This is an optimization exercise on Yosys and OpenROAD, whose aim is small area, not a production implementation. Where RTL was checked, it was by simulation tests only, not by an equivalence proof against the original. Only the layout flow was run in runs 1 to 6; the RTL was not checked for function there. In every run shown here, the design's own scripts or RTL, not TritonCTS, make the clock network. The flow treats the clock pin as an ideal source. Dropping or thinning the clock tree relies on that and would not hold on a real chip. Power is estimated from default activity; no workload was simulated.

==> design/flow/design.v <==
module i2s(
    input               rst_i,
    input               mck_i,
    input               lrck_i,
    input               bck_i,
    input               data_i,
    output              mck_o,
    output              lrck_o,
    output              data_o,
    output reg          sdo,
    output reg          sync
);
assign  mck_o = mck_i;
assign  lrck_o = lrck_i;
assign  data_o = data_i;
reg     lr1;
reg     d0;
always @(negedge bck_i) begin
    lr1 <= rst_i & lrck_i;
    d0 <= data_i;
end
reg         lr2;
reg [6:0]   dl;
reg [31:0]  sh;
reg [1:0]   ph;      
reg [2:0]   k;       
reg [1:0]   m;       
wire start = lr1 ^ lr2;
wire load = !rst_i || start;
wire k7 = &k;
wire dbit = m[0] & (m[1] | sh[31]);
wire pu = m[1] & m[0];
wire cbit = k[2] & (pu ? (k[1] ^ k[0]) : (~k[1] & ~k[0]) | (k[1] & k[0] & ~lr1));
always @(posedge bck_i) begin
    lr2 <= lr1;
    dl <= {dl[5:0], d0};
    if (ph[1])
        sh <= {sh[30:0], dl[6] ^ (~ph[0] & ~|k)};
    if (load) begin
        k <= 3'd0;
        ph <= 2'b01;
    end
    else begin
        k <= {k[2] ^ (k[1] & k[0]), k[1] ^ k[0], ~k[0]};
        ph <= {ph[1] ^ (k7 & ph[0]), ph[0] ^ (k7 & (ph[1] | ph[0]))};
    end
    if (!rst_i)
        m <= 2'b11;
    else if (start)
        m <= {m[1] & m[0], ~m[1]};
    if (rst_i) begin
        sync <= ~(start | ph[1] | ph[0]);
        sdo <= ph[1] ? dbit : (ph[0] & cbit);
    end
end
endmodule
==> design/flow/flow/run.sh <==
#!/bin/bash
# The standard layout (standard.sh), with three changes:
#  - ports are buffered with buf_1 instead of the default clkdlybuf4s50_1;
#  - the clock tree is a flat one (flow/flat_cts.tcl): the clock port drives
#    3 sky130_fd_sc_hd__clkbuf_8 cells, each driving a cluster of nearby clock sinks;
#  - power recovery (downsizing off the critical paths) after global routing.
# make's output goes to standard.log, each step's log to orfs/logs/.
set -euo pipefail
export BUFFER_PORTS_ARGS="-buffer_cell sky130_fd_sc_hd__buf_1"
export PRE_CTS_TCL="$PWD/flow/flat_cts.tcl"
export FLAT_CTS_N=3
export FLAT_CTS_CELL=sky130_fd_sc_hd__clkbuf_8
export FLAT_CTS_NET=bck_i
export RECOVER_POWER=0
bash standard.sh > standard.log 2>&1
==> design/flow/flow/flat_cts.tcl <==
# Flat clock tree used in place of TritonCTS (sourced as PRE_CTS_TCL).
# The clock port drives FLAT_CTS_N buffers of type FLAT_CTS_CELL directly; the
# clock sinks are split into FLAT_CTS_N groups by k-means on their placed
# locations, and each buffer, placed at its group's centre, drives one group.
proc clock_tree_synthesis { args } {
  set block [ord::get_db_block]
  set db [ord::get_db]
  set n $::env(FLAT_CTS_N)
  set master [$db findMaster $::env(FLAT_CTS_CELL)]
  set clk [$block findNet $::env(FLAT_CTS_NET)]
  set sinks {}
  foreach it [$clk getITerms] {
    set inst [$it getInst]
    set bb [$inst getBBox]
    set x [expr {([$bb xMin] + [$bb xMax]) / 2.0}]
    set y [expr {([$bb yMin] + [$bb yMax]) / 2.0}]
    lappend sinks [list $it $x $y]
  }
  set m [llength $sinks]
  puts "flat_cts: $m sinks on [$clk getName], $n buffers of [$master getName]"
  # initial centres: sinks spread along x
  set sorted [lsort -real -index 1 $sinks]
  set cx {}; set cy {}
  for {set i 0} {$i < $n} {incr i} {
    set s [lindex $sorted [expr {int(($i + 0.5) * $m / $n)}]]
    lappend cx [lindex $s 1]; lappend cy [lindex $s 2]
  }
  set cap [expr {int(ceil(double($m) / $n))}]
  for {set iter 0} {$iter < 30} {incr iter} {
    # balanced assignment: sinks take their nearest centre with room left,
    # most constrained (largest gap between best and worst) first
    set order {}
    foreach s $sinks {
      set ds {}
      for {set i 0} {$i < $n} {incr i} {
        lappend ds [expr {abs([lindex $s 1] - [lindex $cx $i]) + abs([lindex $s 2] - [lindex $cy $i])}]
      }
      set mn [tcl::mathfunc::min {*}$ds]; set mx [tcl::mathfunc::max {*}$ds]
      lappend order [list [expr {$mx - $mn}] $s $ds]
    }
    set order [lsort -real -decreasing -index 0 $order]
    set cnt [lrepeat $n 0]
    set groups [lrepeat $n {}]
    foreach o $order {
      set s [lindex $o 1]; set ds [lindex $o 2]
      set best -1
      set idx {}
      for {set i 0} {$i < $n} {incr i} { lappend idx [list $i [lindex $ds $i]] }
      foreach p [lsort -real -index 1 $idx] {
        set i [lindex $p 0]
        if {[lindex $cnt $i] < $cap} { set best $i; break }
      }
      lset cnt $best [expr {[lindex $cnt $best] + 1}]
      lset groups $best [concat [lindex $groups $best] [list $s]]
    }
    set ncx {}; set ncy {}
    for {set i 0} {$i < $n} {incr i} {
      set sx 0.0; set sy 0.0; set g [lindex $groups $i]
      foreach s $g { set sx [expr {$sx + [lindex $s 1]}]; set sy [expr {$sy + [lindex $s 2]}] }
      lappend ncx [expr {$sx / [llength $g]}]; lappend ncy [expr {$sy / [llength $g]}]
    }
    set cx $ncx; set cy $ncy
  }
  for {set i 0} {$i < $n} {incr i} {
    set buf [odb::dbInst_create $block $master "flatcts_buf_$i"]
    set w [[$buf getMaster] getWidth]; set h [[$buf getMaster] getHeight]
    $buf setLocation [expr {int([lindex $cx $i] - $w / 2)}] [expr {int([lindex $cy $i] - $h / 2)}]
    $buf setPlacementStatus PLACED
    set net [odb::dbNet_create $block "flatcts_net_$i"]
    $net setSigType CLOCK
    foreach s [lindex $groups $i] {
      set it [lindex $s 0]
      $it disconnect
      $it connect $net
    }
    [$buf findITerm A] connect $clk
    [$buf findITerm X] connect $net
    puts "flat_cts: buffer $i at ([lindex $cx $i], [lindex $cy $i]) drives [llength [lindex $groups $i]] sinks"
  }
  set_propagated_clock [all_clocks]
}
==> design/flow/standard.sh <==
#!/bin/bash
# synth_recipe.tcl (not shown) runs the flow's synth.tcl, then flattens the netlist and writes it again
# the make line also repeats each setting of config.mk as NAME=value (left out here)
make -C /OpenROAD-flow-scripts/flow DESIGN_CONFIG=/design/flow/config.mk WORK_HOME=/design/flow/orfs CLKGATE_MAP_FILE= SYNTH_SCRIPT=/design/flow/synth_recipe.tcl "${@:-finish}"
==> design/flow/config.mk <==
export PLATFORM = sky130hd
export DESIGN_NAME = i2s
export DESIGN_NICKNAME = i2s
export VERILOG_FILES = /design/flow/design.v
export SDC_FILE = /design/flow/constraint.sdc
export NUM_CORES = 4
export LEC_CHECK = 0
export CAP_MARGIN = 20
export CORE_MARGIN = 2
export CORE_UTILIZATION = 40
export SLEW_MARGIN = 20
==> design/flow/constraint.sdc <==
create_clock -name core_clock -period 10.0 [get_ports {bck_i}]
set_input_delay 2.0000 -clock core_clock [delete_from_list [all_inputs] [get_ports {bck_i}]]
set_output_delay 2.0000 -clock core_clock [all_outputs]
set_load 0.01 [all_outputs]
==> results of run 1 <==
## power by group through the flow
stage               clock network, mW  registers [mW]  logic (mW)
floorplan                     0.00188           0.233     0.00589
global placement              0.00188           0.233     0.00733
detailed placement            0.00188           0.233     0.00748
CTS                            0.0760           0.228     0.00751
global route                   0.0836           0.229     0.00885
finish                         0.0721           0.228     0.00739
## area by class of cell
type	instances	area, µm²	share of cell area
Sequential cell	51	1360	0.791
Timing Repair Buffer	8	33.8	0.0196
Clock inverter	2	7.51	0.00436
Buffer	3	41.3	0.0240
Multi-Input combinational cell	28	200	0.116
Tap cell	50	62.6	0.0363
Inverter	4	15.0	0.00872
## worst max path at each step
stage	cells past startpoint	slack (ps)	end
finish	2	2690	lr1
global route	2	2650	lr1
CTS	2	2700	lr1
floorplan	1	2760	lr1
detailed placement	2	2490	lr1
global placement	2	2520	lr1
## state kept, by name, indices dropped and copies added, names as in the netlist
name  count
sh       32
dl        7
k         3
m         2
ph        2
d0        1
lr1       1
lr2       1
sdo       1
sync      1
## layout by cell type (no fill, tap or decap), types with 2 or more instances in the layout
cell type / instances
and3_2: 2
nand2_1: 7
xnor2_1: 2
dfxtp_1: 17
o2111ai_1: 2
nor2_1: 3
edfxtp_1: 34
o211ai_1: 2
ha_1: 3
buf_1: 7
clkbuf_8: 3
o21ai_0: 2
inv_1: 6
## stage by stage
stage	hold slack [ps]	instance area, µm²	util	power (mW)	setup slack, ps
after global routing	344	1720	0.440	0.322	2650
after detailed placement	316	1680	0.428	0.243	2490
after CTS	338	1720	0.440	0.312	2700
after global placement	312	1680	0.428	0.242	2520
after floorplan	310	1600	-	0.240	2760
final	336	1720	0.440	0.308	2690
## synthesized netlist by cell type
| cell | n |
|---|---|
| o211ai_1 | 2 |
| xnor2_1 | 2 |
| dfxtp_1 | 17 |
| and2_1 | 1 |
| inv_1 | 5 |
| buf_4 | 3 |
| and3_2 | 2 |
| nand2_1 | 7 |
| edfxtp_1 | 34 |
| o2111ai_1 | 2 |
| nor2_1 | 3 |
| a221oi_1 | 1 |
| ha_1 | 3 |
| nand2b_1 | 1 |
| o21ai_0 | 2 |
| nor3b_2 | 1 |
| xnor2_2 | 1 |
## layer usage
layer | track usage | vias up | part of all wire | wire (µm)
met1 | 0.124 | 316 | 0.51 | 874
met3 | 0.0117 | 4 | 0.034 | 58
met4 | 0.0153 | 0 | 0.018 | 31
met2 | 0.140 | 8 | 0.43 | 739
met5 | 0 | - | 0 | 0
li1 | - | 327 | - | -
## cells by family after synthesis
logic type,share of synthesized area
xor gates and xnor gates,0.0211
DFF,0.849
AOI/OAI and AO/OA,0.0320
buffers and inverters,0.0258
and+or+nand+nor,0.0484
adders and majority gates,0.0234
==> run_results.csv, run 1 <==
group,metric,value,unit
die,dieArea,4530,µm²
power_and_ir_drop,power.switching,49.9,µW
die,die_y,67.3,µm
detailed_routing,postRouteWirelength,1700,µm
logic_synthesis,syn-num-nets,95,
clocking,cts_hold_repair.buffers,0,
power_and_ir_drop,powerDensity,179,nW/µm²
grt,grt_pass1_vias,632,
finish,diodes,0,
critical_path,critPathLaunch,"rst_i",
critical_path,cp_slowest_stage_delay,270,ps
grt,grt_antenna_before_repair,0,
timing,clock_skew,55.9,ps
min_path,hp-start,"dl[5]",
finish,area_growth,7.42,%
placed_design,place_congestion,0.694,
min_path,holdPathStages,0,
die,ios,10,
critical_path,path_cells,"buf_1, and2_1",
clocking,post_cts_buffers,0,
power_and_ir_drop,internal_power,258,µW
logic_synthesis,mappedNetlistArea,1600,µm²
timing,finalMaxSlewViolations,0,
finish,drive_gt1_frac,0.0833,
finish,fillers,357,
finish,layout.nets,106,
logic_synthesis,avgSynthCellArea,18.4,µm²
die,row_count,23,
finish,instances_no_fill,146,
grt,grt_pass1_wl,3040,µm
critical_path,r2r_cells,3,
critical_path,rr_endpoint,"sdo",
timing,fin_setup_tns,0,ps
logic_synthesis,ys_seq_area_frac,0.849,
placed_design,io_buffer_count,7,
timing,finalHoldViolations,0,
grt,track_usage,0.0855,
critical_path,cp_slowest_cell,"buf_1",
clocking,cts.clk_slew.worst_paths,90,ps
timing,grt_setup_unrepaired,"no",
critical_path,criticalPathCategory,"input pin to register",
logic_synthesis,synthCells,87,
die,core_area,3910,µm²
critical_path,worstPathArrival,2450,ps
die,die_x,67.3,µm
detailed_routing,viasPerCell,4.49,
detailed_routing,vias,655,
timing,relSlewSlack,0.757,
critical_path,regToRegSetupSlack,3880,ps
critical_path,worst_setup_path_end_kind,"register",
clocking,clk_latency,200,ps
timing,worst_pin_slew,364,ps
grt,grt.overflow.total,0,
grt,grt_max_degree,29,
power_and_ir_drop,switching_share,0.162,
power_and_ir_drop,p_leak,0.591,nW
clocking,cts_resized,0,
logic_synthesis,synth-seq-cells,51,
logic_synthesis,synth_top_cell_by_area,"edfxtp_1",
placed_design,dp.cells,142,
placed_design,hpwl,1090,µm
power_and_ir_drop,ir_drop,0.119,mV
critical_path,cp-start-kind,"input pin",
die,start_util,0.410,
critical_path,reg2reg_from,"lr1",
power_and_ir_drop,power_frac_seq,0.742,
detailed_routing,drt_iter0_drc,60,
logic_synthesis,yosysWarnings,1,
detailed_routing,wl_per_cell,11.7,µm
detailed_routing,ant_nets,0,
power_and_ir_drop,power_frac_comb,0.024,
outcome,outcome,"no timing/DRC/antenna violations",
min_path,holdCritPathClass,"register to register",
critical_path,crit_fanout,9,
logic_synthesis,synth_cell_type_count,17,
min_path,min_to,"dl[6]",
logic_synthesis,synth_top_area_frac,0.637,
critical_path,path_buf_inv,1,
detailed_routing,drc,0,
power_and_ir_drop,clkPwrFrac,0.234,
timing,final-setup-viol-count,0,
run,maxCapViolCount,0,
detailed_routing,drt-pass1-iter-count,3,
critical_path,crit_required,5140,ps
critical_path,path_delay_family,"buffers and inverters",
logic_synthesis,yosys-top-cells-area,"edfxtp_1, dfxtp_1, ha_1, nand2_1, buf_4",
==> inputs of run 2 (changes only) <==
--- a/design/flow/flow/run.sh
+++ b/design/flow/flow/run.sh
@@ -11,5 +11,5 @@
 export FLAT_CTS_N=3
 export FLAT_CTS_CELL=sky130_fd_sc_hd__clkbuf_8
 export FLAT_CTS_NET=bck_i
-export RECOVER_POWER=0
+export RECOVER_POWER=100
 bash standard.sh > standard.log 2>&1
==> run 2 against run 1 <==
Against the previous run: still clean on timing, DRC and antenna; worst hold slack is the same; critical path depth unchanged; global-route usage stayed put; cell count unchanged; area after synthesis unchanged; critical endpoint unchanged.
==> run_results.csv, run 2 <==
group,metric,value,unit
outcome,outcome,"no timing/DRC/antenna violations",
detailed_routing,drt_iter0_drc,65,
clocking,clk_latency,200,ps
grt,grt_antenna_before_repair,0,
clocking,cts.clk_slew.worst_paths,90,ps
grt,grt_max_degree,29,
critical_path,crit_required,5140,ps
timing,relSlewSlack,0.112,
die,core_area,3910,µm²
detailed_routing,wl_per_cell,11.7,µm
logic_synthesis,yosys-top-cells-count,"edfxtp_1, dfxtp_1, nand2_1",
power_and_ir_drop,powerDensity,180,nW/µm²
critical_path,cp-start-kind,"input pin",
die,die_y,67.3,µm
grt,track_usage,0.0855,
clocking,cts_hold_repair.buffers,0,
finish,layout.nets,106,
grt,grt_pass1_wl,3040,µm
grt,grt_pass1_vias,632,
finish,diodes,0,
placed_design,place_congestion,0.694,
logic_synthesis,synth-seq-cells,51,
detailed_routing,viasPerCell,4.52,
finish,final_cell_mix,"edfxtp_1, dfxtp_1, nand2_1",
logic_synthesis,mappedNetlistArea,1600,µm²
critical_path,path_cells,"clkbuf_1, and2_1",
die,die_x,67.3,µm
power_and_ir_drop,ir_drop,0.119,mV
logic_synthesis,async_flop_share,0,
timing,fin_setup_tns,0,ps
finish,largest_reg_flops,32,
die,ios,10,
power_and_ir_drop,p_leak,0.582,nW
critical_path,cp_slowest_stage_delay,270,ps
detailed_routing,drt-pass1-iter-count,4,
clocking,cts_resized,0,
logic_synthesis,synthCells,87,
finish,reg_top3,"sh: 32 flops, dl: 7 flops, k: 3 flops",
logic_synthesis,yosysWarnings,1,
min_path,holdCritPathClass,"register to register",
critical_path,path_delay_family,"buffers and inverters",
placed_design,io_buffer_count,7,
placed_design,hpwl,1090,µm
timing,final-setup-viol-count,0,
detailed_routing,postRouteWirelength,1710,µm
die,start_util,0.410,
logic_synthesis,synth_flop_cell,"edfxtp_1",
detailed_routing,drc,0,
critical_path,worst_setup_path_end_kind,"register",
finish,drive_gt1_frac,0.0521,
detailed_routing,ant_nets,0,
logic_synthesis,syn-num-nets,95,
critical_path,crit_fanout,9,
finish,final_common_cell,"edfxtp_1",
finish,area_growth,6.40,%
timing,clock_skew,55.9,ps
critical_path,cp_slowest_cell,"clkbuf_1",
finish,fillers,358,
clocking,post_cts_buffers,0,
die,dieArea,4530,µm²
critical_path,worstPathArrival,2450,ps
critical_path,path_buf_inv,1,
finish,top_register,"sh",
finish,final_area,1710,µm²
logic_synthesis,synth_top_area_frac,0.637,
logic_synthesis,synth_edf_count,34,
logic_synthesis,synth.most_common_cell,"edfxtp_1",
logic_synthesis,synth_cell_type_count,17,
die,row_count,23,
timing,finalMaxSlewViolations,0,
logic_synthesis,avgSynthCellArea,18.4,µm²
logic_synthesis,synth_top_cell_by_area,"edfxtp_1",
power_and_ir_drop,p_total,307,µW
grt,grt.overflow.total,0,
logic_synthesis,yosys-top-cells-area,"edfxtp_1, dfxtp_1, ha_1, nand2_1, buf_4",
placed_design,dpl_cell_area,1680,µm²
timing,grt_setup_unrepaired,"no",
timing,finalHoldViolations,0,
timing,whs,336,ps
detailed_routing,vias,660,
timing,worst_pin_slew,1330,ps
run,maxCapViolCount,0,
logic_synthesis,ys_seq_area_frac,0.849,
critical_path,criticalPathCategory,"input pin to register",
==> run 2: cell count changes in the layout (fill, tap and decap cells not counted), sizes merged <==
cell	change
buf	-2
clkbuf	+2
==> run 2: cells by family after synthesis <==
family	share of synthesized area
xor+xnor	0.0211
simple gates	0.0484
flops	0.849
compound gates	0.0320
buf+inv	0.0258
fa+ha+maj	0.0234
==> run 2: stage by stage <==
stage          setup WS [ps]  instances   util
3_3_place_gp            2520        142  0.428
4_1_cts                 2700        146  0.440
6_report                2690        146  0.436
5_1_grt                 2650        146  0.436
3_5_place_dp            2490        142  0.428
2_1_floorplan           2760         87      -
==> run 2: worst paths after layout <==
check        startpoint  endpoint  slack [ps]  cells past startpoint
max               rst_i       lr1        2690                      2
min               dl[5]     dl[6]         340                      0
max reg2reg         lr1      sync        3790                      2
min reg2reg       dl[5]     dl[6]         340                      0
==> run 2: cell type report <==
cell class / instances / area, µm² / share of cell area
repair buffers: 8 / 30.0 / 0.0176
well taps: 50 / 62.6 / 0.0367
multi-input cells: 28 / 188 / 0.110
plain buffers: 3 / 41.3 / 0.0242
flip-flops and latches: 51 / 1360 / 0.798
inverters: 4 / 15.0 / 0.00880
clock inverters: 2 / 7.51 / 0.00440
==> run 2: power by group <==
part           total [mW]  leakage, nW  internal (mW)  switching (mW)
Combinational     0.00707       0.0998        0.00304         0.00403
Clock              0.0721       0.0322         0.0287          0.0434
Sequential          0.228        0.450          0.226         0.00232
==> run 2: routing by layer <==
layer,GRT usage,up-vias,part of all wire
li1,-,326,-
met1,0.124,322,0.51
met2,0.140,8,0.44
met3,0.0117,4,0.034
met4,0.0153,0,0.018
met5,0,-,0
==> inputs of run 3 (changes only) <==
==> design/flow/flow/run.sh (replaced) <==
#!/bin/bash
# The standard layout (standard.sh), with three changes:
#  - ports are buffered with buf_1 instead of the default clkdlybuf4s50_1;
#  - the clock tree is a flat one (flow/flat_cts.tcl): the clock port drives
#    4 sky130_fd_sc_hd__clkbuf_4 cells, each driving a cluster of nearby clock sinks;
#  - power recovery (downsizing off the critical paths) after global routing.
# make's output goes to standard.log, each step's log to orfs/logs/.
set -euo pipefail
export BUFFER_PORTS_ARGS="-buffer_cell sky130_fd_sc_hd__buf_1"
export PRE_CTS_TCL="$PWD/flow/flat_cts.tcl"
export FLAT_CTS_N=4
export FLAT_CTS_CELL=sky130_fd_sc_hd__clkbuf_4
export FLAT_CTS_NET=bck_i
export RECOVER_POWER=100
bash standard.sh > standard.log 2>&1
==> run 3 against run 2 <==
Against the previous run: clock skew down 3.5 ps; final area down 0.66%; combinational power about the same; via count is 1.4% higher; sequential share of layout area increased by 0.53 points; largest power group unchanged; total power fell by 2.1%; register-to-register slack about the same; clock power fell by 8.9%; largest cell class unchanged; sequential power about the same.
==> run_results.csv, run 3 <==
group,metric,value,unit
logic_synthesis,yosys-top-cells-count,"edfxtp_1, dfxtp_1, nand2_1",
grt,grt_max_degree,29,
logic_synthesis,avgSynthCellArea,18.4,µm²
grt,grt_antenna_before_repair,0,
logic_synthesis,synth-seq-cells,51,
finish,area_growth,5.70,%
finish,layout.nets,107,
run,maxCapViolCount,0,
critical_path,crit_fanout,9,
min_path,holdCritPathClass,"register to register",
logic_synthesis,synth_flop_cell,"edfxtp_1",
critical_path,path_delay_family,"buffers and inverters",
critical_path,regToRegSetupSlack,3800,ps
detailed_routing,drc,0,
grt,grt_pass1_wl,3110,µm
timing,whs,339,ps
die,die_y,67.3,µm
critical_path,cp_slowest_cell,"clkbuf_1",
die,row_count,23,
timing,relSlewSlack,0.122,
power_and_ir_drop,p_leak,0.578,nW
finish,reg_top3,"sh: 32 flops, dl: 7 flops, k: 3 flops",
logic_synthesis,mappedNetlistArea,1600,µm²
critical_path,reg2reg_from,"lr1",
detailed_routing,postRouteWirelength,1770,µm
critical_path,criticalPathCategory,"input pin to register",
logic_synthesis,async_flop_share,0,
detailed_routing,vias,669,
timing,fin_setup_tns,0,ps
finish,diodes,0,
die,core_area,3910,µm²
logic_synthesis,synth_cell_type_count,17,
detailed_routing,wl_per_cell,12.0,µm
die,die_x,67.3,µm
finish,seqCellArea,1360,µm²
critical_path,r2r_cells,2,
grt,track_usage,0.0880,
clocking,clk_latency,220,ps
logic_synthesis,yosysWarnings,1,
finish,final_area,1690,µm²
timing,finalHoldViolations,0,
power_and_ir_drop,powerDensity,178,nW/µm²
detailed_routing,drt-pass1-iter-count,3,
clocking,cts.clk_slew.worst_paths,110,ps
min_path,hp-start,"dl[5]",
critical_path,rr_endpoint,"sync",
clocking,cts_resized,0,
timing,worst_pin_slew,1320,ps
critical_path,cp_slowest_stage_delay,270,ps
placed_design,dpl_cell_area,1680,µm²
finish,top_register,"sh",
timing,grt_setup_unrepaired,"no",
critical_path,cp-start-kind,"input pin",
timing,finalMaxSlewViolations,0,
min_path,min_to,"dl[6]",
min_path,holdPathStages,0,
logic_synthesis,synth.most_common_cell,"edfxtp_1",
grt,grt.overflow.total,0,
finish,largest_reg_flops,32,
die,ios,10,
critical_path,crit_required,5160,ps
finish,final_cell_mix,"edfxtp_1, dfxtp_1, nand2_1",
critical_path,worst_setup_path_end_kind,"register",
logic_synthesis,syn-num-nets,95,
detailed_routing,drt_iter0_drc,35,
placed_design,io_buffer_count,7,
logic_synthesis,synth_edf_count,34,
power_and_ir_drop,ir_drop,0.0997,mV
logic_synthesis,ys_seq_area_frac,0.849,
placed_design,hpwl,1090,µm
clocking,post_cts_buffers,0,
finish,fillers,364,
logic_synthesis,synthCells,87,
die,start_util,0.410,
critical_path,path_cells,"clkbuf_1, and2_1",
timing,final-setup-viol-count,0,
critical_path,path_buf_inv,1,
finish,multi_input_area,188,µm²
grt,grt_pass1_vias,658,
critical_path,worstPathArrival,2450,ps
clocking,cts_hold_repair.buffers,0,
placed_design,place_congestion,0.694,
logic_synthesis,synth_top_area_frac,0.637,
finish,final_util,0.433,
die,dieArea,4530,µm²
timing,clock_skew,52.5,ps
finish,drive_gt1_frac,0.0619,
outcome,outcome,"no timing/DRC/antenna violations",
finish,final_common_cell,"edfxtp_1",
detailed_routing,viasPerCell,4.55,
logic_synthesis,yosys-top-cells-area,"edfxtp_1, dfxtp_1, ha_1, nand2_1, buf_4",
detailed_routing,ant_nets,0,
logic_synthesis,synth_top_cell_by_area,"edfxtp_1",
[run 3: layer usage]
metal / track usage / vias to the layer above / wire length, µm
met5: 0 / - / 0
met4: 0.0230 / 0 / 53
met3: 0.0100 / 6 / 65
met2: 0.141 / 8 / 759
met1: 0.128 / 326 / 888
li1: - / 329 / -
[run 3: logic make-up after synthesis]
kind of cell	synth area share
flip-flops	0.849
XOR/XNOR	0.0211
buffers and inverters	0.0258
AO/OA/AOI/OAI	0.0320
adder cells (fa/ha/maj)	0.0234
AND/OR/NAND/NOR	0.0484
[run 3: report_power, final]
group          switching, mW  internal [mW]  leakage (nW)
combinational        0.00402        0.00304        0.0998
clock                 0.0454         0.0203        0.0291
sequential           0.00231          0.226         0.450
total                 0.0518          0.249         0.578
[run 3: layout make-up]
| type | instances | share of cell area |
|---|---|---|
| timing repair buffer | 8 | 0.0177 |
| multi-input combinational | 28 | 0.111 |
| sequential | 51 | 0.804 |
| inverter | 4 | 0.00886 |
| tap | 50 | 0.0369 |
| clock inverter | 2 | 0.00443 |
| buffer | 4 | 0.0177 |
[run 3: worst max-delay path by stage]
stage               start  end  cells after the start
floorplan           rst_i  lr1                      1
global placement    rst_i  lr1                      2
detailed placement  rst_i  lr1                      2
CTS                 rst_i  lr1                      2
global route        rst_i  lr1                      2
finish              rst_i  lr1                      2
[run 3: metrics by stage]
| stage | instances | setup WS, ps | power, mW |
|---|---|---|---|
| floorplan | 87 | 2760 | 0.240 |
| global placement | 142 | 2520 | 0.242 |
| detailed placement | 142 | 2490 | 0.243 |
| CTS | 147 | 2730 | 0.305 |
| global route | 147 | 2690 | 0.314 |
| finish | 147 | 2710 | 0.301 |
==> inputs of run 4 (changes only) <==
==> design/flow/flow/run.sh (replaced) <==
#!/bin/bash
# The standard layout (standard.sh), with three changes:
#  - ports are buffered with buf_1 instead of the default clkdlybuf4s50_1;
#  - the clock tree is a flat one (flow/flat_cts.tcl): the clock port drives
#    2 sky130_fd_sc_hd__clkbuf_16 cells, each driving a cluster of nearby clock sinks;
#  - power recovery (downsizing off the critical paths) after global routing.
# make's output goes to standard.log, each step's log to orfs/logs/.
set -euo pipefail
export BUFFER_PORTS_ARGS="-buffer_cell sky130_fd_sc_hd__buf_1"
export PRE_CTS_TCL="$PWD/flow/flat_cts.tcl"
export FLAT_CTS_N=2
export FLAT_CTS_CELL=sky130_fd_sc_hd__clkbuf_16
export FLAT_CTS_NET=bck_i
export RECOVER_POWER=100
bash standard.sh > standard.log 2>&1
==> run 4 against run 3 <==
Against the previous run: still clean on timing, DRC and antenna; area after synthesis did not move; clock power is 27% higher; cell count is 1.4% lower; critical path depth unchanged; total power up 5.8%; first-iteration DRC count increased by 14%; largest power group unchanged.
==> run_results.csv, run 4 <==
group,metric,value,unit
logic_synthesis,async_flop_share,0,
logic_synthesis,synth_edf_count,34,
critical_path,cp_slowest_cell,"clkbuf_1",
timing,worst_pin_slew,1320,ps
critical_path,path_delay_family,"buffers and inverters",
detailed_routing,drt_iter0_drc,40,
logic_synthesis,synth-seq-cells,51,
finish,area_growth,6.95,%
clocking,clk_latency,210,ps
logic_synthesis,synth_flop_cell,"edfxtp_1",
finish,diodes,0,
finish,reg_top3,"sh: 32 flops, dl: 7 flops, k: 3 flops",
placed_design,io_buffer_count,7,
clocking,cts_hold_repair.buffers,0,
critical_path,path_buf_inv,1,
die,row_count,23,
power_and_ir_drop,p_leak,0.585,nW
critical_path,path_cells,"clkbuf_1, and2_1",
logic_synthesis,ys_seq_area_frac,0.849,
die,ios,10,
grt,track_usage,0.0858,
critical_path,worstPathArrival,2450,ps
finish,fillers,357,
grt,grt_pass1_vias,629,
placed_design,dp.cells,142,
clocking,post_cts_buffers,0,
grt,grt_pass1_wl,3040,µm
detailed_routing,postRouteWirelength,1720,µm
clocking,cts.clk_slew.worst_paths,90,ps
die,start_util,0.410,
finish,top_register,"sh",
timing,whs,335,ps
die,dieArea,4530,µm²
logic_synthesis,synth_top_cell_by_area,"edfxtp_1",
logic_synthesis,mappedNetlistArea,1600,µm²
finish,drive_gt1_frac,0.0421,
logic_synthesis,synth.most_common_cell,"edfxtp_1",
logic_synthesis,syn-num-nets,95,
finish,layout.nets,105,
grt,grt_antenna_before_repair,0,
timing,final-setup-viol-count,0,
timing,relSlewSlack,0.122,
outcome,outcome,"no timing/DRC/antenna violations",
clocking,cts_resized,0,
critical_path,worst_setup_path_end_kind,"register",
detailed_routing,drt-pass1-iter-count,2,
finish,final_area,1710,µm²
finish,final_cell_mix,"edfxtp_1, dfxtp_1, nand2_1",
power_and_ir_drop,powerDensity,186,nW/µm²
finish,instances_no_fill,145,
placed_design,place_congestion,0.694,
critical_path,crit_fanout,9,
critical_path,crit_required,5150,ps
logic_synthesis,synthCells,87,
finish,largest_reg_flops,32,
finish,final_util,0.438,
logic_synthesis,synth_cell_type_count,17,
critical_path,cp-start-kind,"input pin",
grt,grt_max_degree,29,
timing,fin_setup_tns,0,ps
run,maxCapViolCount,0,
grt,grt.overflow.total,0,
detailed_routing,ant_nets,0,
detailed_routing,vias,661,
critical_path,cp_slowest_stage_delay,270,ps
detailed_routing,drc,0,
timing,grt_setup_unrepaired,"no",
power_and_ir_drop,ir_drop,0.122,mV
finish,final_common_cell,"edfxtp_1",
die,die_x,67.3,µm
logic_synthesis,yosys-top-cells-area,"edfxtp_1, dfxtp_1, ha_1, nand2_1, buf_4",
timing,clock_skew,61.5,ps
placed_design,hpwl,1090,µm
logic_synthesis,yosysWarnings,1,
die,die_y,67.3,µm
timing,finalMaxSlewViolations,0,
die,core_area,3910,µm²
logic_synthesis,synth_top_area_frac,0.637,
placed_design,dpl_cell_area,1680,µm²
min_path,holdCritPathClass,"register to register",
detailed_routing,viasPerCell,4.56,
critical_path,criticalPathCategory,"input pin to register",
detailed_routing,wl_per_cell,11.9,µm
logic_synthesis,yosys-top-cells-count,"edfxtp_1, dfxtp_1, nand2_1",
logic_synthesis,avgSynthCellArea,18.4,µm²
timing,finalHoldViolations,0,
[run 4: cell counts after synthesis]
Identical to the previous run, type by type.
[run 4: routing by layer]
| layer | GRT usage | part of all wire |
|---|---|---|
| met5 | 0 | 0 |
| met2 | 0.139 | 0.44 |
| met3 | 0.0100 | 0.036 |
| met1 | 0.129 | 0.51 |
| met4 | 0.0102 | 0.012 |
[run 4: area by class of cell]
type | count | area (µm²) | area share
Sequential cell | 51 | 1360 | 0.794
Multi-Input combinational cell | 28 | 188 | 0.109
Tap cell | 50 | 62.6 | 0.0365
Buffer | 2 | 50.0 | 0.0292
Timing Repair Buffer | 8 | 30.0 | 0.0175
Inverter | 4 | 15.0 | 0.00876
Clock inverter | 2 | 7.51 | 0.00438
[run 4: through the flow]
step / setup slack [ps] / total power [mW]
3_5_place_dp: 2490 / 0.243
2_1_floorplan: 2760 / 0.240
6_report: 2700 / 0.319
3_3_place_gp: 2520 / 0.242
4_1_cts: 2710 / 0.322
5_1_grt: 2660 / 0.332
[run 4: where the power goes]
group	switching (mW)	leakage, nW	total, mW	internal, mW
combinational	0.00403	0.0998	0.00707	0.00304
sequential	0.00230	0.450	0.228	0.226
clock	0.0457	0.0353	0.0833	0.0376
[run 4: worst paths after layout]
| kind | startpoint | to | slack (ps) | cells after the start |
|---|---|---|---|---|
| min reg2reg | dl[5] | dl[6] | 340 | 0 |
| max | rst_i | lr1 | 2700 | 2 |
| max reg2reg | lr1 | sync | 3790 | 2 |
| min | dl[5] | dl[6] | 340 | 0 |
[run 4: cells by family after synthesis]
kind of cell,Yosys count,share of synthesized area
flops,51,0.849
simple gates,15,0.0484
buf+inv,8,0.0258
compound gates,7,0.0320
xor+xnor,3,0.0211
fa+ha+maj,3,0.0234
==> inputs of run 5 (changes only) <==
--- a/design/flow/design.v
+++ b/design/flow/design.v
@@ -24,18 +24,18 @@
 reg [31:0]  sh;
 reg [1:0]   ph;      
 reg [2:0]   k;       
-reg [1:0]   m;       
+reg         f;
 wire start = lr1 ^ lr2;
 wire load = !rst_i || start;
 wire k7 = &k;
-wire dbit = m[0] & (m[1] | sh[31]);
-wire pu = m[1] & m[0];
+wire pu = f & ~lr1;
+wire dbit = f ? ~lr1 : sh[31];
 wire cbit = k[2] & (pu ? (k[1] ^ k[0]) : (~k[1] & ~k[0]) | (k[1] & k[0] & ~lr1));
 always @(posedge bck_i) begin
     lr2 <= lr1;
     dl <= {dl[5:0], d0};
     if (ph[1])
-        sh <= {sh[30:0], dl[6] ^ (~ph[0] & ~|k)};
+        sh <= {sh[30:16], sh[15] & ~f, sh[14:0], dl[6] ^ (~ph[0] & ~|k)};
     if (load) begin
         k <= 3'd0;
         ph <= 2'b01;
@@ -45,9 +45,9 @@
         ph <= {ph[1] ^ (k7 & ph[0]), ph[0] ^ (k7 & (ph[1] | ph[0]))};
     end
     if (!rst_i)
-        m <= 2'b11;
-    else if (start)
-        m <= {m[1] & m[0], ~m[1]};
+        f <= 1'b1;
+    else if (start && !lr1)
+        f <= 1'b0;
     if (rst_i) begin
         sync <= ~(start | ph[1] | ph[0]);
         sdo <= ph[1] ? dbit : (ph[0] & cbit);
==> design/flow/flow/run.sh (replaced) <==
#!/bin/bash
# The standard layout (standard.sh), with three changes:
#  - ports are buffered with buf_1 instead of the default clkdlybuf4s50_1;
#  - the clock tree is a flat one (flow/flat_cts.tcl): the clock port drives
#    4 sky130_fd_sc_hd__clkbuf_4 cells, each driving a cluster of nearby clock sinks;
#  - power recovery (downsizing off the critical paths) after global routing.
# make's output goes to standard.log, each step's log to orfs/logs/.
set -euo pipefail
export BUFFER_PORTS_ARGS="-buffer_cell sky130_fd_sc_hd__buf_1"
export PRE_CTS_TCL="$PWD/flow/flat_cts.tcl"
export FLAT_CTS_N=4
export FLAT_CTS_CELL=sky130_fd_sc_hd__clkbuf_4
export FLAT_CTS_NET=bck_i
export RECOVER_POWER=100
bash standard.sh > standard.log 2>&1
==> run 5 against run 4 <==
Against the previous run: now fails the layout checks on max-capacitance violations, max-slew violations; combinational power grew 12%; synthesized cell count decreased by 2.3%; sequential power is 2% lower; setup slack improved by 41 ps; utilization up 1.4 points; critical path type unchanged.
==> run_results.csv, run 5 <==
group,metric,value,unit
placed_design,place_congestion,0.763,
critical_path,worstPathArrival,2420,ps
finish,multi_input_area,203,µm²
grt,grt_antenna_before_repair,0,
logic_synthesis,synth-seq-cells,50,
logic_synthesis,synth.most_common_cell,"edfxtp_1",
critical_path,path_buf_inv,1,
outcome,outcome,"failed layout checks",
grt,use_met2,0.144,
logic_synthesis,synth_fa_ha_area_frac,0.0314,
detailed_routing,drt_iter0_drc,53,
logic_synthesis,yosys-top-cells-count,"edfxtp_1, dfxtp_1, ha_1, inv_1, nor2_1",
critical_path,cp-start-kind,"input pin",
grt,busiest_layer,"met2",
logic_synthesis,synthCells,85,
finish,drive_gt1_frac,0.0947,
critical_path,reg2reg_from,"lr1",
die,die_y,67.1,µm
critical_path,worst_setup_path_end_kind,"register",
timing,worst_pin_slew,1620,ps
logic_synthesis,yosysWarnings,1,
logic_synthesis,async_flop_share,0,
critical_path,path_delay_family,"buffers and inverters",
logic_synthesis,synth_cell_type_count,22,
finish,area_growth,6.13,%
logic_synthesis,synth_top_area_frac,0.641,
logic_synthesis,synth_edf_count,34,
clocking,post_cts_buffers,0,
die,start_util,0.425,
placed_design,hpwl,1170,µm
grt,grt_max_degree,33,
min_path,hp-start,"dl[4]",
die,ios,10,
logic_synthesis,avgSynthCellArea,18.7,µm²
finish,top_register,"sh",
critical_path,criticalPathCategory,"input pin to register",
clocking,cts_resized,0,
logic_synthesis,mappedNetlistArea,1590,µm²
run,maxCapViolCount,1,
die,die_x,67.1,µm
min_path,holdCritPathClass,"register to register",
timing,final-setup-viol-count,0,
clocking,cts.clk_slew.worst_paths,120,ps
finish,fillers,379,
finish,layout.nets,106,
critical_path,cp_slowest_cell,"clkbuf_1",
grt,met1_usage,0.135,
critical_path,path_cells,"clkbuf_1, and2_0",
power_and_ir_drop,p_leak,0.595,nW
logic_synthesis,ys_seq_area_frac,0.842,
grt,grt_pass1_vias,665,
logic_synthesis,synth_compound_area_frac,0.0189,
finish,seqCellArea,1340,µm²
logic_synthesis,syn-num-nets,94,
outcome,check.faults,"max-capacitance violations, max-slew violations",
power_and_ir_drop,powerDensity,176,nW/µm²
logic_synthesis,synth.area.mux_share,0.00943,
grt,track_usage,0.0903,
critical_path,crit_required,5160,ps
logic_synthesis,yosys-top-cells-area,"edfxtp_1, dfxtp_1, ha_1, buf_4, inv_1",
detailed_routing,drc,0,
logic_synthesis,synth_flop_cell,"edfxtp_1",
die,core_area,3740,µm²
logic_synthesis,synth_top_family_by_area,"simple AND/OR/NAND/NOR gates",
grt,grt.overflow.total,0,
clocking,cts_hold_repair.buffers,0,
power_and_ir_drop,ir_drop,0.103,mV
finish,diodes,0,
clocking,clk_latency,220,ps
critical_path,cp_slowest_stage_delay,250,ps
detailed_routing,drt-pass1-iter-count,4,
finish,largest_reg_flops,32,
finish,final_common_cell,"edfxtp_1",
grt,met3_usage,0.0118,
die,row_count,22,
die,dieArea,4500,µm²
timing,grt_setup_unrepaired,"no",
finish,final_cell_mix,"edfxtp_1, dfxtp_1, buf_1",
detailed_routing,ant_nets,0,
detailed_routing,vias,655,
timing,finalHoldViolations,0,
timing,relSlewSlack,-0.0832,
timing,whs,341,ps
timing,clock_skew,54.5,ps
detailed_routing,postRouteWirelength,1880,µm
timing,finalMaxSlewViolations,33,
logic_synthesis,synth_xor_area_frac,0.0110,
detailed_routing,wl_per_cell,13.1,µm
logic_synthesis,yosys.area_share.simple,0.0589,
placed_design,io_buffer_count,7,
timing,fin_setup_tns,0,ps
logic_synthesis,synth_top_cell_by_area,"edfxtp_1",
critical_path,crit_fanout,8,
detailed_routing,viasPerCell,4.58,
critical_path,critPathLaunch,"rst_i",
finish,reg_top3,"sh: 32 flops, dl: 7 flops, k: 3 flops",
grt,grt_pass1_wl,3150,µm
run 5: cell count changes in the layout (fill, tap and decap cells not counted), sizes merged, moves of 2 or more:
cell    delta
clkbuf     +2
xnor2      -2
o211ai     -2
nand2      -4
run 5: path summary, 6_finish.rpt:
kind | endpoint | slack [ps] | cells past startpoint
max | lr1 | 2740 | 2
min | dl[5] | 340 | 0
max reg2reg | sync | 3750 | 3
min reg2reg | dl[5] | 340 | 0
run 5: routing by layer:
metal,part of all wire,vias to the layer above
li1,-,322
met1,0.49,318
met2,0.45,9
met3,0.036,6
met4,0.018,0
met5,0,-
run 5: power by group:
part           switching, mW  internal, mW
registers            0.00153         0.222
logic                0.00429       0.00361
clock network         0.0469        0.0203
total                 0.0527         0.246
run 5: cell type report:
type                       instances  share of cell area
buffer                             4              0.0178
clock inverter                     2             0.00444
inverter                           5              0.0111
multi-input combinational         26               0.120
sequential                        50               0.793
tap                               48              0.0355
timing repair buffer               8              0.0178
run 5: stage by stage:
stage	setup slack (ps)	cells	util	total power, mW	area [µm²]
5_1_grt	2710	143	0.452	0.312	1690
3_5_place_dp	2500	138	0.445	0.238	1660
6_report	2740	143	0.452	0.298	1690
2_1_floorplan	2760	85	-	0.236	1590
4_1_cts	2730	143	0.454	0.303	1700
3_3_place_gp	2530	138	0.445	0.238	1660
run 5: logic make-up (layout without fill, tap and decap cells):
kind of cell,after synthesis,in the layout
AOI/OAI and AO/OA,4,4
muxes,1,1
buffers and inverters,9,19
DFF,50,50
adders and majority gates,4,4
xor gates and xnor gates,2,2
and+or+nand+nor,15,15
==> inputs of run 6 (changes only) <==
--- a/design/flow/config.mk
+++ b/design/flow/config.mk
@@ -5,6 +5,7 @@
 export SDC_FILE = /design/flow/constraint.sdc
 export NUM_CORES = 4
 export LEC_CHECK = 0
+export ABC_AREA = 1
 export CAP_MARGIN = 20
 export CORE_MARGIN = 2
 export CORE_UTILIZATION = 40
==> run 6 against run 5 <==
Against the previous run: global-route usage decreased by 0.14 points; first-iteration DRC count is 45% higher; area after synthesis decreased by 0.39%; largest power group unchanged; combinational power increased by 1%; setup slack gained 78 ps; the layout still fails its checks (max-capacitance violations, max-slew violations); critical path depth increased by 1; sequential share of layout area grew 0.24 points; clock skew rose by 3.5 ps; synthesized cell count is 15% higher; via count rose by 1.1%; worst hold slack improved by 1.7 ps.
==> run_results.csv, run 6 <==
group,metric,value,unit
power_and_ir_drop,p_total,298,µW
logic_synthesis,synthCells,98,
timing,clock_skew,58.0,ps
die,die_x,67.0,µm
critical_path,cp-start-kind,"input pin",
logic_synthesis,synth_cell_type_count,13,
logic_synthesis,ys_seq_area_frac,0.845,
logic_synthesis,synth_top_area_frac,0.644,
power_and_ir_drop,powerDensity,177,nW/µm²
timing,fin_setup_tns,0,ps
finish,top_register,"sh",
logic_synthesis,synth-seq-cells,50,
outcome,outcome,"failed layout checks",
logic_synthesis,mappedNetlistArea,1590,µm²
timing,final-setup-viol-count,0,
die,die_y,67.0,µm
finish,final_common_cell,"edfxtp_1",
finish,drive_gt1_frac,0.0370,
critical_path,criticalPathCategory,"input pin to register",
logic_synthesis,synth_flop_cell,"edfxtp_1",
clocking,post_cts_buffers,0,
die,start_util,0.424,
detailed_routing,drc,0,
detailed_routing,viasPerCell,4.24,
critical_path,crit_fanout,6,
die,row_count,22,
finish,diodes,0,
outcome,check.faults,"max-capacitance violations, max-slew violations",
logic_synthesis,yosys-top-cells-area,"edfxtp_1, dfxtp_1, ha_1, inv_1, nand2_1",
critical_path,crit_required,5170,ps
finish,largest_reg_flops,32,
grt,grt.overflow.total,0,
logic_synthesis,avgSynthCellArea,16.2,µm²
placed_design,hpwl,1070,µm
detailed_routing,drt-pass1-iter-count,4,
detailed_routing,wl_per_cell,11.3,µm
power_and_ir_drop,p_leak,0.621,nW
grt,grt_max_degree,35,
timing,finalMaxSlewViolations,35,
timing,grt_setup_unrepaired,"no",
clocking,cts_resized,0,
logic_synthesis,synth_edf_count,34,
placed_design,io_buffer_count,7,
finish,area_growth,6.23,%
clocking,cts_hold_repair.buffers,0,
finish,final_cell_mix,"edfxtp_1, dfxtp_1, inv_1, nand2_1, nor2_1",
run,maxCapViolCount,1,
detailed_routing,postRouteWirelength,1770,µm
detailed_routing,ant_nets,0,
timing,finalHoldViolations,0,
finish,layout.nets,119,
critical_path,worst_setup_path_end_kind,"register",
logic_synthesis,synth_top_cell_by_area,"edfxtp_1",
logic_synthesis,yosysWarnings,1,
grt,grt_pass1_wl,3130,µm
grt,track_usage,0.0890,
detailed_routing,drt_iter0_drc,77,
logic_synthesis,syn-num-nets,107,
clocking,cts.clk_slew.worst_paths,120,ps
grt,grt_pass1_vias,665,
finish,reg_top3,"sh: 32 flops, dl: 7 flops, k: 3 flops",
finish,final_area,1690,µm²
die,core_area,3740,µm²
clocking,clk_latency,230,ps
placed_design,place_congestion,0.767,
placed_design,pre_cts_ws,2570,ps
power_and_ir_drop,ir_drop,0.144,mV
logic_synthesis,synth.most_common_cell,"edfxtp_1",
min_path,holdCritPathClass,"register to register",
timing,relSlewSlack,-0.127,
timing,worst_pin_slew,1690,ps
detailed_routing,vias,662,
die,dieArea,4490,µm²
die,ios,10,
timing,setup_slack,2820,ps
timing,whs,343,ps
grt,grt_antenna_before_repair,0,
logic_synthesis,yosys-top-cells-count,"edfxtp_1, dfxtp_1, inv_1, nand2_1, nor2_1",
placed_design,dpl_cell_area,1660,µm²
critical_path,worstPathArrival,2350,ps
logic_synthesis,async_flop_share,0,
==> run 6: cell families (layout without fill, tap and decap cells) <==
| kind of cell | after synthesis | after routing | synth area share |
|---|---|---|---|
| buf+inv | 15 | 25 | 0.0426 |
| compound gates | 5 | 5 | 0.0174 |
| xor+xnor | 1 | 1 | 0.00552 |
| simple gates | 23 | 23 | 0.0576 |
| fa+ha+maj | 4 | 4 | 0.0315 |
| flops | 50 | 50 | 0.845 |
==> run 6: path summary, 6_finish.rpt <==
path / endpoint / slack, ps / start / cells after the start
min reg2reg: dl[4] / 340 / dl[3] / 0
max reg2reg: ph[1] / 3770 / lr1 / 5
max: lr1 / 2820 / rst_i / 3
min: dl[4] / 340 / dl[3] / 0
==> run 6: per-layer routing <==
metal / up-vias / wire length, µm / GRT usage
met5: - / 0 / 0
met4: 0 / 21 / 0.0128
met3: 3 / 68 / 0.0101
met2: 10 / 742 / 0.150
met1: 304 / 934 / 0.127
li1: 345 / - / -
==> run 6: stage by stage <==
stage                      util  std cells
final                     0.450        156
after global routing      0.450        156
after CTS                 0.452        156
after detailed placement  0.443        151
after global placement    0.443        151
after floorplan               -         98
==> run 6: cell type report <==
| cell class | instances | area (µm²) |
|---|---|---|
| inverters | 11 | 41.3 |
| well taps | 48 | 60.1 |
| plain buffers | 4 | 30.0 |
| multi-input cells | 33 | 175 |
| flip-flops and latches | 50 | 1340 |
| clock inverters | 2 | 7.51 |
| fillers | 367 | 2060 |
| repair buffers | 8 | 30.0 |
==> run 6: worst max-delay path, stage by stage <==
cell,delay [ps]
clkbuf_1,220
nand2_1,90
inv_1,50
==> run 6: power breakdown <==
part	internal, mW	switching (mW)	total, mW
Combinational	0.00316	0.00483	0.00799
Clock	0.0203	0.0472	0.0675
Sequential	0.222	0.00138	0.223
Total	0.245	0.0534	0.298
==> inputs of run 7 (changes only) <==
--- a/design/flow/design.v
+++ b/design/flow/design.v
@@ -27,22 +27,23 @@
 reg         f;
 wire start = lr1 ^ lr2;
 wire load = !rst_i || start;
-wire k7 = &k;
+wire trans = k == 3'd2;     
 wire pu = f & ~lr1;
 wire dbit = f ? ~lr1 : sh[31];
-wire cbit = k[2] & (pu ? (k[1] ^ k[0]) : (~k[1] & ~k[0]) | (k[1] & k[0] & ~lr1));
+wire cbit = pu ? (k == 3'd0 || k == 3'd1)
+               : (k == 3'd4 || (trans && !lr1));
 always @(posedge bck_i) begin
     lr2 <= lr1;
     dl <= {dl[5:0], d0};
     if (ph[1])
-        sh <= {sh[30:16], sh[15] & ~f, sh[14:0], dl[6] ^ (~ph[0] & ~|k)};
+        sh <= {sh[30:16], sh[15] & ~f, sh[14:0], dl[6] ^ (ph[0] && k == 3'd5)};
     if (load) begin
-        k <= 3'd0;
+        k <= 3'd5;
         ph <= 2'b01;
     end
     else begin
-        k <= {k[2] ^ (k[1] & k[0]), k[1] ^ k[0], ~k[0]};
-        ph <= {ph[1] ^ (k7 & ph[0]), ph[0] ^ (k7 & (ph[1] | ph[0]))};
+        k <= {k[1:0], k[2] ^ (k[1] | ~k[0])};
+        ph <= {ph[1] ^ (trans & (ph[1] ^ ph[0])), ph[0] & ~(trans & ph[1])};
     end
     if (!rst_i)
         f <= 1'b1;
==> design/flow/flow/run.sh (replaced) <==
#!/bin/bash
# The standard layout (standard.sh), with these changes:
#  - ports are buffered with buf_1 instead of the default clkdlybuf4s50_1;
#  - the clock tree is a flat one (flow/flat_cts.tcl): the clock port drives
#    4 sky130_fd_sc_hd__clkbuf_4 cells, each driving a cluster of nearby clock sinks;
#  - power recovery (downsizing off the critical paths) after global routing,
#    followed by another design repair (flow/post_grt.tcl).
# make's output goes to standard.log, each step's log to orfs/logs/.
set -euo pipefail
export BUFFER_PORTS_ARGS="-buffer_cell sky130_fd_sc_hd__buf_1"
export PRE_CTS_TCL="$PWD/flow/flat_cts.tcl"
export POST_GLOBAL_ROUTE_TCL="$PWD/flow/post_grt.tcl"
export FLAT_CTS_N=4
export FLAT_CTS_CELL=sky130_fd_sc_hd__clkbuf_4
export FLAT_CTS_NET=bck_i
export RECOVER_POWER=100
bash standard.sh > standard.log 2>&1
==> design/flow/flow/post_grt.tcl (new file) <==
# Sourced as POST_GLOBAL_ROUTE_TCL: power recovery may have downsized a driver
# past its slew or capacitance limit, so repair the design again afterwards.
log_cmd global_route -start_incremental
log_cmd estimate_parasitics -global_routing
repair_design_helper
log_cmd detailed_placement
log_cmd global_route -end_incremental
log_cmd estimate_parasitics -global_routing
--- a/design/flow/config.mk
+++ b/design/flow/config.mk
@@ -5,7 +5,6 @@
 export SDC_FILE = /design/flow/constraint.sdc
 export NUM_CORES = 4
 export LEC_CHECK = 0
-export ABC_AREA = 1
 export CAP_MARGIN = 20
 export CORE_MARGIN = 2
 export CORE_UTILIZATION = 40
==> run 7 against run 6 <==
Against the previous run: the run now finishes clean; first-iteration DRC count rose by 13%; sequential power rose by 2%; sequential cell count did not move.
==> run_results.csv, run 7 <==
group,metric,value,unit
outcome,outcome,"no timing/DRC/antenna violations",
finish,final_cell_mix,"edfxtp_1, dfxtp_1, buf_1",
logic_synthesis,syn-num-nets,90,
logic_synthesis,synth_top_area_frac,0.653,
min_path,holdCritPathClass,"register to register",
die,start_util,0.421,
timing,clock_skew,57.0,ps
placed_design,io_buffer_count,7,
timing,worst_pin_slew,306,ps
critical_path,path_cells,"clkbuf_1, and2_0",
power_and_ir_drop,p_leak,0.579,nW
finish,area_growth,7.85,%
power_and_ir_drop,power.switching,54.0,µW
finish,multi_input_area,188,µm²
detailed_routing,drt-pass1-iter-count,3,
grt,grt.overflow.total,0,
logic_synthesis,avgSynthCellArea,18.8,µm²
finish,drive_gt1_frac,0.0851,
critical_path,cp_slowest_cell,"clkbuf_1",
detailed_routing,viasPerCell,4.56,
timing,fin_setup_tns,0,ps
grt,grt_antenna_before_repair,0,
timing,final-setup-viol-count,0,
placed_design,dp.cells,136,
critical_path,worstPathArrival,2390,ps
timing,finalHoldViolations,0,
logic_synthesis,synth_edf_count,34,
logic_synthesis,synth_flop_cell,"edfxtp_1",
grt,grt_pass1_vias,631,
clocking,cts.clk_slew.worst_paths,110,ps
finish,diodes,0,
die,core_area,3720,µm²
power_and_ir_drop,powerDensity,180,nW/µm²
die,dieArea,4420,µm²
power_and_ir_drop,power_frac_comb,0.035,
clocking,cts_hold_repair.buffers,0,
logic_synthesis,synth_top_cell_by_area,"edfxtp_1",
critical_path,crit_required,5160,ps
clocking,clk_latency,230,ps
finish,largest_reg_flops,32,
logic_synthesis,ys_seq_area_frac,0.858,
power_and_ir_drop,p_total,303,µW
finish,final_common_cell,"edfxtp_1",
power_and_ir_drop,power_frac_seq,0.747,
finish,layout.nets,103,
placed_design,place_congestion,0.680,
die,row_count,22,
detailed_routing,ant_nets,0,
finish,instances_no_fill,142,
logic_synthesis,yosys-top-cells-area,"edfxtp_1, dfxtp_1, ha_1, buf_4, mux2i_1",
die,die_x,66.5,µm
timing,relSlewSlack,0.795,
critical_path,cp_slowest_stage_delay,220,ps
logic_synthesis,yosys-top-cells-count,"edfxtp_1, dfxtp_1, buf_4, inv_1, nand2_1",
logic_synthesis,synth-seq-cells,50,
finish,reg_top3,"sh: 32 flops, dl: 7 flops, k: 3 flops",
detailed_routing,drc,0,
detailed_routing,vias,647,
die,ios,10,
critical_path,path_delay_family,"buffers and inverters",
logic_synthesis,async_flop_share,0,
logic_synthesis,synth.most_common_cell,"edfxtp_1",
critical_path,cp-start-kind,"input pin",
power_and_ir_drop,switching_share,0.178,
power_and_ir_drop,clkPwrFrac,0.218,
grt,grt_max_degree,37,
grt,grt_pass1_wl,3150,µm
finish,seqCellArea,1340,µm²
placed_design,hpwl,1180,µm
clocking,cts_resized,0,
logic_synthesis,mappedNetlistArea,1560,µm²
critical_path,crit_fanout,7,
critical_path,path_buf_inv,1,
logic_synthesis,synth_cell_type_count,22,
power_and_ir_drop,ir_drop,0.120,mV
grt,track_usage,0.0912,
die,die_y,66.5,µm
detailed_routing,drt_iter0_drc,87,
critical_path,worst_setup_path_end_kind,"register",
finish,fillers,341,
clocking,post_cts_buffers,0,
logic_synthesis,yosysWarnings,1,
critical_path,criticalPathCategory,"input pin to register",
detailed_routing,wl_per_cell,13.2,µm
finish,top_register,"sh",
logic_synthesis,synthCells,83,
timing,finalMaxSlewViolations,0,
run,maxCapViolCount,0,
power_and_ir_drop,internal_power,249,µW
detailed_routing,postRouteWirelength,1870,µm
## run 7: final timing paths
path / cells past startpoint / end / start / slack, ps
setup / recovery: 2 / lr1 / rst_i / 2780
hold / removal: 0 / dl[6] / dl[5] / 340
hold reg to reg: 0 / dl[6] / dl[5] / 340
setup reg to reg: 4 / k[2] / lr1 / 3690
## run 7: stage by stage
| stage | setup slack, ps | hold slack [ps] | util | instance area (µm²) |
|---|---|---|---|---|
| finish | 2780 | 342 | 0.454 | 1690 |
| CTS | 2760 | 347 | 0.449 | 1670 |
| detailed placement | 2540 | 316 | 0.440 | 1630 |
| global placement | 2590 | 319 | 0.440 | 1630 |
| floorplan | 2760 | 310 | - | 1560 |
## run 7: power groups by stage
| stage | logic [mW] | registers (mW) | clock network (mW) |
|---|---|---|---|
| after floorplan | 0.00793 | 0.231 | 0.00188 |
| after CTS | 0.0109 | 0.227 | 0.0683 |
| final | 0.0107 | 0.227 | 0.0660 |
| after global placement | 0.0104 | 0.231 | 0.00188 |
| after detailed placement | 0.0108 | 0.231 | 0.00188 |
## run 7: final cells by class
class,instances,area share
Buffer,4,0.0178
Inverter,2,0.00445
Timing Repair Buffer,9,0.0304
Clock inverter,2,0.00445
Sequential cell,50,0.796
Tap cell,48,0.0356
Multi-Input combinational cell,27,0.111
## run 7: cell families after synthesis
family,after synthesis,share of synthesized area
xor gates and xnor gates,1,0.00561
AOI/OAI and AO/OA,4,0.0160
adders and majority gates,2,0.0160
DFF,50,0.858
and+or+nand+nor,18,0.0697
buffers and inverters,6,0.0216
muxes,2,0.0128
## run 7: layer usage
| layer | wire length, µm | share of wire | global-route usage |
|---|---|---|---|
| met2 | 852 | 0.46 | 0.144 |
| met3 | 68 | 0.036 | 0.0118 |
| met1 | 900 | 0.48 | 0.135 |
| met5 | 0 | 0 | 0 |
| met4 | 48 | 0.026 | 0.0204 |
==> inputs of run 8 (changes only) <==
--- a/design/flow/flow/run.sh
+++ b/design/flow/flow/run.sh
@@ -13,5 +13,5 @@
 export FLAT_CTS_N=4
 export FLAT_CTS_CELL=sky130_fd_sc_hd__clkbuf_4
 export FLAT_CTS_NET=bck_i
-export RECOVER_POWER=100
+export RECOVER_POWER=0
 bash standard.sh > standard.log 2>&1
==> run 8 against run 7 <==
Against the previous run: final area fell by 1.0%; synthesized cell count unchanged; utilization fell by 0.47 points; sequential share of layout area is 0.84 points higher; register-to-register slack about the same; clock skew is essentially flat; total power hardly changed; still clean on timing, DRC and antenna; via count fell by 0.93%; largest cell class unchanged; area after synthesis unchanged; sequential cell count unchanged.
==> run_results.csv, run 8 <==
group,metric,value,unit
die,dieArea,4420,µm²
power_and_ir_drop,p_total,303,µW
timing,relSlewSlack,0.722,
logic_synthesis,synth-seq-cells,50,
logic_synthesis,ys_seq_area_frac,0.858,
logic_synthesis,synth_top_area_frac,0.653,
finish,fillers,342,
critical_path,crit_required,5160,ps
min_path,min_to,"dl[6]",
finish,layout.nets,102,
logic_synthesis,avgSynthCellArea,18.8,µm²
timing,finalMaxSlewViolations,0,
detailed_routing,postRouteWirelength,1850,µm
finish,final_common_cell,"edfxtp_1",
critical_path,reg2reg_from,"lr1",
clocking,cts_hold_repair.buffers,0,
finish,diodes,0,
die,start_util,0.421,
timing,worst_pin_slew,417,ps
timing,finalHoldViolations,0,
detailed_routing,wl_per_cell,13.1,µm
placed_design,place_congestion,0.680,
finish,largest_reg_flops,32,
finish,final_area,1670,µm²
timing,whs,342,ps
critical_path,worst_setup_path_end_kind,"register",
critical_path,path_delay_family,"buffers and inverters",
placed_design,io_buffer_count,7,
logic_synthesis,synth_cell_type_count,22,
min_path,holdPathStages,0,
clocking,clk_latency,230,ps
power_and_ir_drop,p_leak,0.573,nW
power_and_ir_drop,powerDensity,182,nW/µm²
run,maxCapViolCount,0,
finish,final_util,0.449,
clocking,post_cts_buffers,0,
clocking,cts_resized,0,
logic_synthesis,synthCells,83,
critical_path,cp-start-kind,"input pin",
critical_path,cp_slowest_cell,"buf_1",
logic_synthesis,syn-num-nets,90,
finish,drive_gt1_frac,0.0753,
placed_design,dpl_cell_area,1630,µm²
critical_path,path_cells,"buf_1, and2_1",
timing,final-setup-viol-count,0,
grt,grt_pass1_vias,631,
detailed_routing,drt_iter0_drc,115,
outcome,outcome,"no timing/DRC/antenna violations",
logic_synthesis,synth.most_common_cell,"edfxtp_1",
logic_synthesis,yosys-top-cells-count,"edfxtp_1, dfxtp_1, buf_4, inv_1, nand2_1",
critical_path,crit_fanout,7,
critical_path,r2r_cells,4,
placed_design,hpwl,1180,µm
grt,grt.overflow.total,0,
finish,top_register,"sh",
min_path,hp-start,"dl[5]",
critical_path,rr_endpoint,"k[2]",
logic_synthesis,synth_flop_cell,"edfxtp_1",
critical_path,cp_slowest_stage_delay,210,ps
power_and_ir_drop,ir_drop,0.120,mV
grt,grt_antenna_before_repair,0,
die,die_x,66.5,µm
detailed_routing,drt-pass1-iter-count,3,
detailed_routing,viasPerCell,4.55,
finish,reg_top3,"sh: 32 flops, dl: 7 flops, k: 3 flops",
finish,instances_no_fill,141,
die,core_area,3720,µm²
timing,clock_skew,57.0,ps
logic_synthesis,synth_top_cell_by_area,"edfxtp_1",
grt,grt_pass1_wl,3150,µm
logic_synthesis,mappedNetlistArea,1560,µm²
logic_synthesis,yosysWarnings,1,
finish,final_cell_mix,"edfxtp_1, dfxtp_1, buf_1",
grt,track_usage,0.0912,
detailed_routing,vias,641,
critical_path,regToRegSetupSlack,3690,ps
finish,area_growth,6.73,%
critical_path,criticalPathCategory,"input pin to register",
logic_synthesis,synth_edf_count,34,
detailed_routing,drc,0,
min_path,holdCritPathClass,"register to register",
placed_design,pre_cts_ws,2540,ps
clocking,cts.clk_slew.worst_paths,110,ps
die,die_y,66.5,µm
logic_synthesis,yosys-top-cells-area,"edfxtp_1, dfxtp_1, ha_1, buf_4, mux2i_1",
logic_synthesis,async_flop_share,0,
timing,fin_setup_tns,0,ps
detailed_routing,ant_nets,0,
critical_path,worstPathArrival,2380,ps
placed_design,dp.cells,136,
die,row_count,22,
grt,grt_max_degree,37,
die,ios,10,
timing,setup_slack,2780,ps
critical_path,path_buf_inv,1,
==> run 8: cell counts after synthesis <==
No cell type changed its count.
==> run 8: worst register-to-register path: cells and delay by family, from the launching register on <==
family	cells	cell delay (ps)
buffers and inverters	1	60
DFF	1	380
adders and majority gates	1	330
and+or+nand+nor	2	400
==> run 8: layout make-up <==
cell class / count / area, µm² / share of cell area
repair buffers: 8 / 33.8 / 0.0203
inverters: 2 / 7.51 / 0.00450
multi-input cells: 27 / 188 / 0.113
clock inverters: 2 / 7.51 / 0.00450
flip-flops and latches: 50 / 1340 / 0.804
well taps: 48 / 60.1 / 0.0360
plain buffers: 4 / 30.0 / 0.0180
==> run 8: worst max path at each step <==
stage                start  endpoint  slack [ps]  cells past startpoint
CTS                  rst_i       lr1        2760                      2
detailed placement   rst_i       lr1        2540                      2
global placement     rst_i       lr1        2590                      2
finish               rst_i       lr1        2780                      2
floorplan           lrck_i       lr1        2760                      1
==> run 8: cells by family after synthesis <==
group | Yosys count | synth area share
AND/OR/NAND/NOR | 18 | 0.0697
adder cells (fa/ha/maj) | 2 | 0.0160
buffers and inverters | 6 | 0.0216
flip-flops | 50 | 0.858
multiplexers | 2 | 0.0128
AO/OA/AOI/OAI | 4 | 0.0160
XOR/XNOR | 1 | 0.00561
==> run 8: where the power goes <==
group          switching [mW]  internal (mW)
clock network          0.0457         0.0203
logic                 0.00524        0.00524
registers             0.00293          0.224
total                  0.0539          0.249
==> run 8: layer usage <==
| metal | share of wire | track usage | up-vias |
|---|---|---|---|
| met5 | 0 | 0 | - |
| met3 | 0.035 | 0.0118 | 6 |
| met4 | 0.026 | 0.0204 | 0 |
| met2 | 0.46 | 0.144 | 8 |
| li1 | - | - | 317 |
| met1 | 0.48 | 0.135 | 310 |
